What follows belongs to an exercise in optimizing a design on an open flow for small area, a short achievable clock period and few clock cycles; a production flow would make more cautious choices.
Only simulation tests tie the RTL to the original design; equivalence was not proved.
Power and IR drop assume default switching activity.

==> inputs of run H <==
==> flow/design.v <==
module cpu_design (reset, clock, write_read, M_address, M_data_in, M_data_out, overflow, status);
input reset, clock;
input [7:0] M_data_in;
output write_read, overflow;
output [7:0] M_data_out;
output [11:0] M_address;
output [2:0] status;
reg [11:0] MAR, PC;
reg [7:0] IR;
reg [7:0] R0, R1, R2, R3;
reg ovf;
reg st_e, st_tj, st_tr, st_tw, st_h;
wire [3:0] op = IR[7:4];
wire [1:0] rd_i = IR[3:2];
wire [1:0] rs_i = IR[1:0];
wire op_ld   = op == 4'd1;
wire op_add  = op == 4'd3;
wire op_sub  = op == 4'd4;
wire op_swap = op == 4'd10;
wire op_jmp  = op == 4'd11;
wire op_jz   = op == 4'd12;
wire op_rd   = op == 4'd13;
wire op_wr   = op == 4'd14;
wire op_stop = op == 4'd15;
wire op_two  = op_jmp | op_jz | op_rd | op_wr;
wire op_alu  = (op >= 4'd2) && (op <= 4'd10);
reg [7:0] rd, rs;
always @(*) begin
	case (rd_i)
		2'd0: rd = R0;
		2'd1: rd = R1;
		2'd2: rd = R2;
		default: rd = R3;
	endcase
	case (rs_i)
		2'd0: rs = R0;
		2'd1: rs = R1;
		2'd2: rs = R2;
		default: rs = R3;
	endcase
end
wire [9:0] sum_c = {1'b0, rd, 1'b1} + {1'b0, rs ^ {8{op_sub}}, op_sub};
wire [8:0] sum = sum_c[9:1];
wire f8 = sum[8] ^ op_sub;
wire f7 = sum[7];
reg [7:0] res;
always @(*) begin
	case (op)
		4'd3, 4'd4: res = sum[7:0];
		4'd5: res = rd & rs;
		4'd6: res = rd | rs;
		4'd7: res = rd ^ rs;
		4'd8: res = {1'b0, rd[7:1]};
		4'd9: res = {rd[6:0], 1'b0};
		default: res = rs;   
	endcase
end
wire r0z = (R0 == 8'd0);
wire st_b = ~(st_e | st_tj | st_tr | st_tw | st_h);
wire e_two = st_e & op_two;
wire go_t = e_two & ~(op_jz & ~r0z);
wire fetch = st_b | (st_e & ~op_two & ~op_stop) | st_tj;
wire wr0 = st_tr | st_e & (op_ld | op_alu & (rd_i == 2'd0) | op_swap & (rs_i == 2'd0));
wire r0_nz_next = ~wr0 & ~r0z
	| st_e & op_ld & (|IR[3:0])
	| st_e & (op == 4'd8) & (rd_i == 2'd0) & (|R0[7:1])
	| st_e & (op == 4'd9) & (rd_i == 2'd0) & (|R0[6:0]);
wire skip = fetch & r0_nz_next & (M_data_in[7:4] == 4'd12);
wire [10:0] mar_hi_inc = MAR[11:1] + 11'd1;
wire [11:0] mar_inc = {MAR[0] ? mar_hi_inc : MAR[11:1], ~MAR[0]};
wire [11:0] mar_next = {(MAR[0] | skip) ? mar_hi_inc : MAR[11:1], MAR[0] ^ ~skip};
assign M_address = MAR;
assign M_data_out = R0;
assign write_read = st_tw;
assign overflow = ovf;
assign status = {1'b0, st_tw, st_tw | st_h};
wire wr_alu = st_e & op_alu;
wire wr_sw  = st_e & op_swap;
always @(posedge clock or negedge reset) begin
	if (!reset) begin
		MAR <= 12'd0;
		st_e <= 1'b0;
		st_tj <= 1'b0;
		st_tr <= 1'b0;
		st_tw <= 1'b0;
		st_h <= 1'b0;
		ovf <= 1'b0;
		R0 <= 8'd0;
		R1 <= 8'd0;
		R2 <= 8'd0;
		R3 <= 8'd0;
	end else begin
		if (go_t)
			MAR <= {IR[3:0], M_data_in};
		else if (st_tr | st_tw)
			MAR <= PC;
		else
			MAR <= mar_next;
		st_e <= fetch & ~skip;
		st_tj <= go_t & (op_jmp | op_jz);
		st_tr <= go_t & op_rd;
		st_tw <= go_t & op_wr;
		if (st_e & op_stop)
			st_h <= 1'b1;
		if (st_e & (op_add | op_sub))
			ovf <= f8 ^ f7;
		if (st_tr) R0 <= M_data_in;
		else if (st_e & op_ld) R0 <= {4'd0, IR[3:0]};
		else if (wr_alu & (rd_i == 2'd0)) R0 <= res;
		else if (wr_sw & (rs_i == 2'd0)) R0 <= rd;
		if (wr_alu & (rd_i == 2'd1)) R1 <= res;
		else if (wr_sw & (rs_i == 2'd1)) R1 <= rd;
		if (wr_alu & (rd_i == 2'd2)) R2 <= res;
		else if (wr_sw & (rs_i == 2'd2)) R2 <= rd;
		if (wr_alu & (rd_i == 2'd3)) R3 <= res;
		else if (wr_sw & (rs_i == 2'd3)) R3 <= rd;
	end
end
always @(posedge clock) begin
	IR <= M_data_in;
	PC <= mar_inc;   
end
endmodule
==> flow/flow/run.sh <==
#!/bin/bash
set -euo pipefail
here=$(cd "$(dirname "$0")" && pwd)
source "$here/params.sh"
bash standard.sh SETUP_SLACK_MARGIN=$MARGIN \
  "BUFFER_PORTS_ARGS=-buffer_cell $PORT_BUF" finish > make.log 2>&1
==> flow/flow/params.sh <==
MARGIN=5.6
PORT_BUF=sky130_fd_sc_hd__buf_2
==> flow/standard.sh <==
#!/bin/bash
# synth_recipe.tcl (not shown) runs the flow's synth.tcl, then flattens the netlist and writes it again
# the make line also repeats each setting of config.mk as NAME=value (left out here)
make -C /OpenROAD-flow-scripts/flow DESIGN_CONFIG=/design/flow/config.mk WORK_HOME=/design/flow/orfs CLKGATE_MAP_FILE= SYNTH_SCRIPT=/design/flow/synth_recipe.tcl "${@:-finish}"
==> flow/config.mk <==
export PLATFORM = sky130hd
export DESIGN_NAME = cpu_design
export DESIGN_NICKNAME = cpu_design
export VERILOG_FILES = /design/flow/design.v
export SDC_FILE = /design/flow/constraint.sdc
export NUM_CORES = 4
export LEC_CHECK = 0
export CAP_MARGIN = 20
export CORE_MARGIN = 2
export CORE_UTILIZATION = 40
export SETUP_SLACK_MARGIN = 5
export SLEW_MARGIN = 20
==> flow/constraint.sdc <==
create_clock -name core_clock -period 8.0 [get_ports {clock}]
set_input_delay 1.6000 -clock core_clock [delete_from_list [all_inputs] [get_ports {clock}]]
set_output_delay 1.6000 -clock core_clock [all_outputs]
set_load 0.01 [all_outputs]
==> inputs of run P, as changes to run H <==
==> flow/design.v, changed modules only <==
module cpu_design (reset, clock, write_read, M_address, M_data_in, M_data_out, overflow, status);
input reset, clock;
input [7:0] M_data_in;
output write_read, overflow;
output [7:0] M_data_out;
output [11:0] M_address;
output [2:0] status;
reg [11:0] MAR, PC;
reg [7:0] IR;
reg [7:0] R0, R1, R2, R3;
reg ovf;
reg st_e, st_tj, st_tr, st_tw, st_h;
wire [3:0] op = IR[7:4];
wire [1:0] rd_i = IR[3:2];
wire [1:0] rs_i = IR[1:0];
wire op_ld   = op == 4'd1;
wire op_add  = op == 4'd3;
wire op_sub  = op == 4'd4;
wire op_swap = op == 4'd10;
wire op_jmp  = op == 4'd11;
wire op_jz   = op == 4'd12;
wire op_rd   = op == 4'd13;
wire op_wr   = op == 4'd14;
wire op_stop = op == 4'd15;
wire op_two  = op_jmp | op_jz | op_rd | op_wr;
wire op_alu  = (op >= 4'd2) && (op <= 4'd10);
reg [7:0] rd, rs;
always @(*) begin
	case (rd_i)
		2'd0: rd = R0;
		2'd1: rd = R1;
		2'd2: rd = R2;
		default: rd = R3;
	endcase
	case (rs_i)
		2'd0: rs = R0;
		2'd1: rs = R1;
		2'd2: rs = R2;
		default: rs = R3;
	endcase
end
wire [7:0] bb = rs ^ {8{op_sub}};
wire [8:0] lo_c = {1'b0, rd[6:0], 1'b1} + {1'b0, bb[6:0], op_sub};
wire c7 = lo_c[8];
wire [7:0] sum = {rd[7] ^ bb[7] ^ c7, lo_c[7:1]};
wire ovf_f = op_sub ^ (c7 ? ~(rd[7] & bb[7]) : (rd[7] | bb[7]));
reg [3:0] lut;
always @(*) begin
	case (op)
		4'd5: lut = 4'b1000;
		4'd6: lut = 4'b1110;
		4'd7: lut = 4'b0110;
		default: lut = 4'b1010;   
	endcase
end
wire sel_sum = op_add | op_sub;
wire sel_shr = op == 4'd8;
wire sel_shl = op == 4'd9;
reg [7:0] res;
integer bi;
always @(*) begin
	for (bi = 0; bi < 8; bi = bi + 1)
		res[bi] = lut[{rd[bi], rs[bi]}];
	if (sel_shr) res = {1'b0, rd[7:1]};
	if (sel_shl) res = {rd[6:0], 1'b0};
	if (sel_sum) res = sum[7:0];
end
wire r0z = (R0 == 8'd0);
wire st_b = ~(st_e | st_tj | st_tr | st_tw | st_h);
wire e_two = st_e & op_two;
wire go_t = e_two & ~(op_jz & ~r0z);
wire fetch = st_b | (st_e & ~op_two & ~op_stop) | st_tj;
wire wr0 = st_tr | st_e & (op_ld | op_alu & (rd_i == 2'd0) | op_swap & (rs_i == 2'd0));
wire r0_nz_next = ~wr0 & ~r0z
	| st_e & op_ld & (|IR[3:0])
	| st_e & (op == 4'd8) & (rd_i == 2'd0) & (|R0[7:1])
	| st_e & (op == 4'd9) & (rd_i == 2'd0) & (|R0[6:0]);
wire skip = fetch & r0_nz_next & (M_data_in[7:4] == 4'd12);
wire [10:0] mar_hi_inc = MAR[11:1] + 11'd1;
wire [11:0] mar_inc = {MAR[0] ? mar_hi_inc : MAR[11:1], ~MAR[0]};
wire [11:0] mar_next = {(MAR[0] | skip) ? mar_hi_inc : MAR[11:1], MAR[0] ^ ~skip};
assign M_address = MAR;
assign M_data_out = R0;
assign write_read = st_tw;
assign overflow = ovf;
assign status = {1'b0, st_tw, st_tw | st_h};
wire wr_alu = st_e & op_alu;
wire wr_sw  = st_e & op_swap;
always @(posedge clock or negedge reset) begin
	if (!reset) begin
		MAR <= 12'd0;
		st_e <= 1'b0;
		st_tj <= 1'b0;
		st_tr <= 1'b0;
		st_tw <= 1'b0;
		st_h <= 1'b0;
		ovf <= 1'b0;
		R0 <= 8'd0;
		R1 <= 8'd0;
		R2 <= 8'd0;
		R3 <= 8'd0;
	end else begin
		if (go_t)
			MAR <= {IR[3:0], M_data_in};
		else if (st_tr | st_tw)
			MAR <= PC;
		else
			MAR <= mar_next;
		st_e <= fetch & ~skip;
		st_tj <= go_t & (op_jmp | op_jz);
		st_tr <= go_t & op_rd;
		st_tw <= go_t & op_wr;
		if (st_e & op_stop)
			st_h <= 1'b1;
		if (st_e & (op_add | op_sub))
			ovf <= ovf_f;
		if (st_tr) R0 <= M_data_in;
		else if (st_e & op_ld) R0 <= {4'd0, IR[3:0]};
		else if (wr_alu & (rd_i == 2'd0)) R0 <= res;
		else if (wr_sw & (rs_i == 2'd0)) R0 <= rd;
		if (wr_alu & (rd_i == 2'd1)) R1 <= res;
		else if (wr_sw & (rs_i == 2'd1)) R1 <= rd;
		if (wr_alu & (rd_i == 2'd2)) R2 <= res;
		else if (wr_sw & (rs_i == 2'd2)) R2 <= rd;
		if (wr_alu & (rd_i == 2'd3)) R3 <= res;
		else if (wr_sw & (rs_i == 2'd3)) R3 <= rd;
	end
end
always @(posedge clock) begin
	IR <= M_data_in;
	PC <= mar_inc;   
end
endmodule
==> flow/flow/run.sh (replaced) <==
#!/bin/bash
set -euo pipefail
here=$(cd "$(dirname "$0")" && pwd)
source "$here/params.sh"
args=(SETUP_SLACK_MARGIN=$MARGIN "BUFFER_PORTS_ARGS=-buffer_cell $PORT_BUF")
if [[ -n "${CTS_ARGS:-}" ]]; then args+=("CTS_ARGS=$CTS_ARGS"); fi
bash standard.sh "${args[@]}" finish > make.log 2>&1
==> flow/flow/params.sh (replaced) <==
MARGIN=5.3
PORT_BUF=sky130_fd_sc_hd__buf_1
CTS_ARGS="-sink_clustering_enable -repair_clock_nets -sink_clustering_size 30 -buf_list sky130_fd_sc_hd__clkbuf_8 -dont_use_dummy_load"
--- a/flow/config.mk
+++ b/flow/config.mk
@@ -5,8 +5,11 @@
 export SDC_FILE = /design/flow/constraint.sdc
 export NUM_CORES = 4
 export LEC_CHECK = 0
+export ABC_AREA = 1
 export CAP_MARGIN = 20
 export CORE_MARGIN = 2
-export CORE_UTILIZATION = 40
+export CORE_UTILIZATION = 65
+export CTS_BUF_LIST = sky130_fd_sc_hd__clkbuf_8
+export CTS_CLUSTER_SIZE = 30
 export SETUP_SLACK_MARGIN = 5
 export SLEW_MARGIN = 20
==> inputs of run M, as changes to run H <==
==> flow/design.v, changed modules only <==
module cpu_design (reset, clock, write_read, M_address, M_data_in, M_data_out, overflow, status);
input reset, clock;
input [7:0] M_data_in;
output write_read, overflow;
output [7:0] M_data_out;
output [11:0] M_address;
output [2:0] status;
reg [11:0] PC;
reg [7:0] IR, LO;
reg [7:0] R0, R1, R2, R3;
reg ovf;
reg st_e, st_t, st_h;
wire [3:0] op = IR[7:4];
wire [1:0] rd_i = IR[3:2];
wire [1:0] rs_i = IR[1:0];
wire op_ld   = op == 4'd1;
wire op_add  = op == 4'd3;
wire op_sub  = op == 4'd4;
wire op_swap = op == 4'd10;
wire op_jmp  = op == 4'd11;
wire op_jz   = op == 4'd12;
wire op_rd   = op == 4'd13;
wire op_wr   = op == 4'd14;
wire op_stop = op == 4'd15;
wire op_two  = op[3] & (op[2] | op[1] & op[0]) & ~op_stop;   
wire op_alu  = (op >= 4'd2) && (op <= 4'd10);
reg [7:0] rd, rs;
always @(*) begin
	case (rd_i)
		2'd0: rd = R0;
		2'd1: rd = R1;
		2'd2: rd = R2;
		default: rd = R3;
	endcase
	case (rs_i)
		2'd0: rs = R0;
		2'd1: rs = R1;
		2'd2: rs = R2;
		default: rs = R3;
	endcase
end
wire [8:0] sum = {1'b0, rd} + {1'b0, rs ^ {8{op_sub}}} + {8'd0, op_sub};
wire f8 = sum[8] ^ op_sub;
wire f7 = sum[7];
reg [7:0] res;
always @(*) begin
	case (op)
		4'd3, 4'd4: res = sum[7:0];
		4'd5: res = rd & rs;
		4'd6: res = rd | rs;
		4'd7: res = rd ^ rs;
		4'd8: res = {1'b0, rd[7:1]};
		4'd9: res = {rd[6:0], 1'b0};
		default: res = rs;   
	endcase
end
wire r0z = (R0 == 8'd0);
wire [11:0] tgt = {IR[3:0], LO};
wire [11:0] addr = st_t ? tgt : PC;
wire t_fetch = st_t & (op_jmp | op_jz);       
wire fetch = (~st_e & ~st_t & ~st_h) | (st_e & ~op_two & ~op_stop) | t_fetch;
assign M_address = addr;
assign M_data_out = R0;
assign write_read = st_t & op_wr;
assign overflow = ovf;
assign status = {1'b0, write_read, write_read | st_h};
wire ex = st_e;
wire wr_alu = ex & op_alu;
wire wr_sw  = ex & op_swap;
always @(posedge clock or negedge reset) begin
	if (!reset) begin
		PC <= 12'd0;
		st_e <= 1'b0;
		st_t <= 1'b0;
		st_h <= 1'b0;
		ovf <= 1'b0;
		R0 <= 8'd0;
		R1 <= 8'd0;
		R2 <= 8'd0;
		R3 <= 8'd0;
	end else begin
		if (fetch | (st_e & op_two))
			PC <= addr + 12'd1;
		st_e <= fetch;
		st_t <= st_e & op_two & ~(op_jz & ~r0z);
		if (st_e & op_stop)
			st_h <= 1'b1;
		if (ex & (op_add | op_sub))
			ovf <= f8 ^ f7;
		if (st_t & op_rd) R0 <= M_data_in;
		else if (ex & op_ld) R0 <= {4'd0, IR[3:0]};
		else if (wr_alu & (rd_i == 2'd0)) R0 <= res;
		else if (wr_sw & (rs_i == 2'd0)) R0 <= rd;
		if (wr_alu & (rd_i == 2'd1)) R1 <= res;
		else if (wr_sw & (rs_i == 2'd1)) R1 <= rd;
		if (wr_alu & (rd_i == 2'd2)) R2 <= res;
		else if (wr_sw & (rs_i == 2'd2)) R2 <= rd;
		if (wr_alu & (rd_i == 2'd3)) R3 <= res;
		else if (wr_sw & (rs_i == 2'd3)) R3 <= rd;
	end
end
always @(posedge clock) begin
	if (fetch)
		IR <= M_data_in;
	if (st_e & op_two)
		LO <= M_data_in;
end
endmodule
==> flow/run.sh (new file) <==
#!/bin/bash
# synth_recipe.tcl (not shown) runs the flow's synth.tcl, then flattens the netlist and writes it again
# the make line also repeats each setting of config.mk as NAME=value (left out here)
make -C /OpenROAD-flow-scripts/flow DESIGN_CONFIG=/design/flow/config.mk WORK_HOME=/design/flow/orfs CLKGATE_MAP_FILE= SYNTH_SCRIPT=/design/flow/synth_recipe.tcl finish
--- a/flow/config.mk
+++ b/flow/config.mk
@@ -8,5 +8,4 @@
 export CAP_MARGIN = 20
 export CORE_MARGIN = 2
 export CORE_UTILIZATION = 40
-export SETUP_SLACK_MARGIN = 5
 export SLEW_MARGIN = 20
removed: flow/flow/run.sh
removed: flow/flow/params.sh
removed: flow/standard.sh
==> summary of the runs <==
- Of run H and run M, run H has the higher register-to-register slack (gap 0.95 ns).
- Via count: run P > run H > run M.
- Between run P and run M, the lower synthesized area is in run P (gap 1.5%, measured against run M).
- In run M the sequential cell count is lower than in run H, by 6.
- Between run H and run M, the lower utilization is in run M (gap 9.0 points).
==> figures <==
quantity                                          run P       run H       run M
Signal inverters                                     78          25          26
Sequential share of cell area                     28.0%       24.6%       29.1%
Number of fill cells                                491       1,023       1,155
Worst r2r src                                     IR[2]       IR[0]       IR[5]
Vias in the first global route                    5,257       4,645       4,162
Combinational power                             1.16 mW     1.96 mW     1.86 mW
Share of total power in combinational logic       56.0%       64.3%       63.4%
Clock network power                              225 uW      440 uW      421 uW
Total length of routed met2 wires               7740 um     7470 um     6490 um
Outcome                        timing/DRC/antenna clean  timing/DRC/antenna clean  timing/DRC/antenna clean
Pre-CTS setup slack                             4.54 ns     4.25 ns     4.05 ns
Testbench counts of run H, summed over its fixed seeds: cycles 245,097.
Testbench counts of run P, summed over its fixed seeds: cycles 245,097.
Testbench counts of run M, summed over its fixed seeds: cycles 256,524.

static timing again, ports no longer ideal:
No port has a modelled driver above. Below, the same layouts with a new extraction and two added sets of constraints.
Step 1: set_driving_cell puts a clkbuf_16 on clock and a buf_2 on each other input, an assumption about the parent block.
Step 2 times the ports against the registers' clock, not the clock port: input delays grow and output delays shrink by t, the midpoint of the rising clock arrivals with the driver on.
Slacks: ideal ports / drivers / drivers and shift; pairs: ideal ports / drivers.
run | t, ns | setup slack, ns | worst setup path after step 2 | worst data-port slew with drivers (ns)
run H | 0.376 | 4.944 / 4.944 / 4.696 | input to register | 0.05
run P | 0.378 | 5.164 / 5.164 / 4.961 | input to register | 0.03
run M | 0.379 | 3.718 / 3.680 / 3.994 | register to register | 0.03
After both steps every run listed still meets setup and hold. For run H, which loses most, drivers alone change the setup slack by 0.000 ns; drivers and shift together by -0.248 ns.
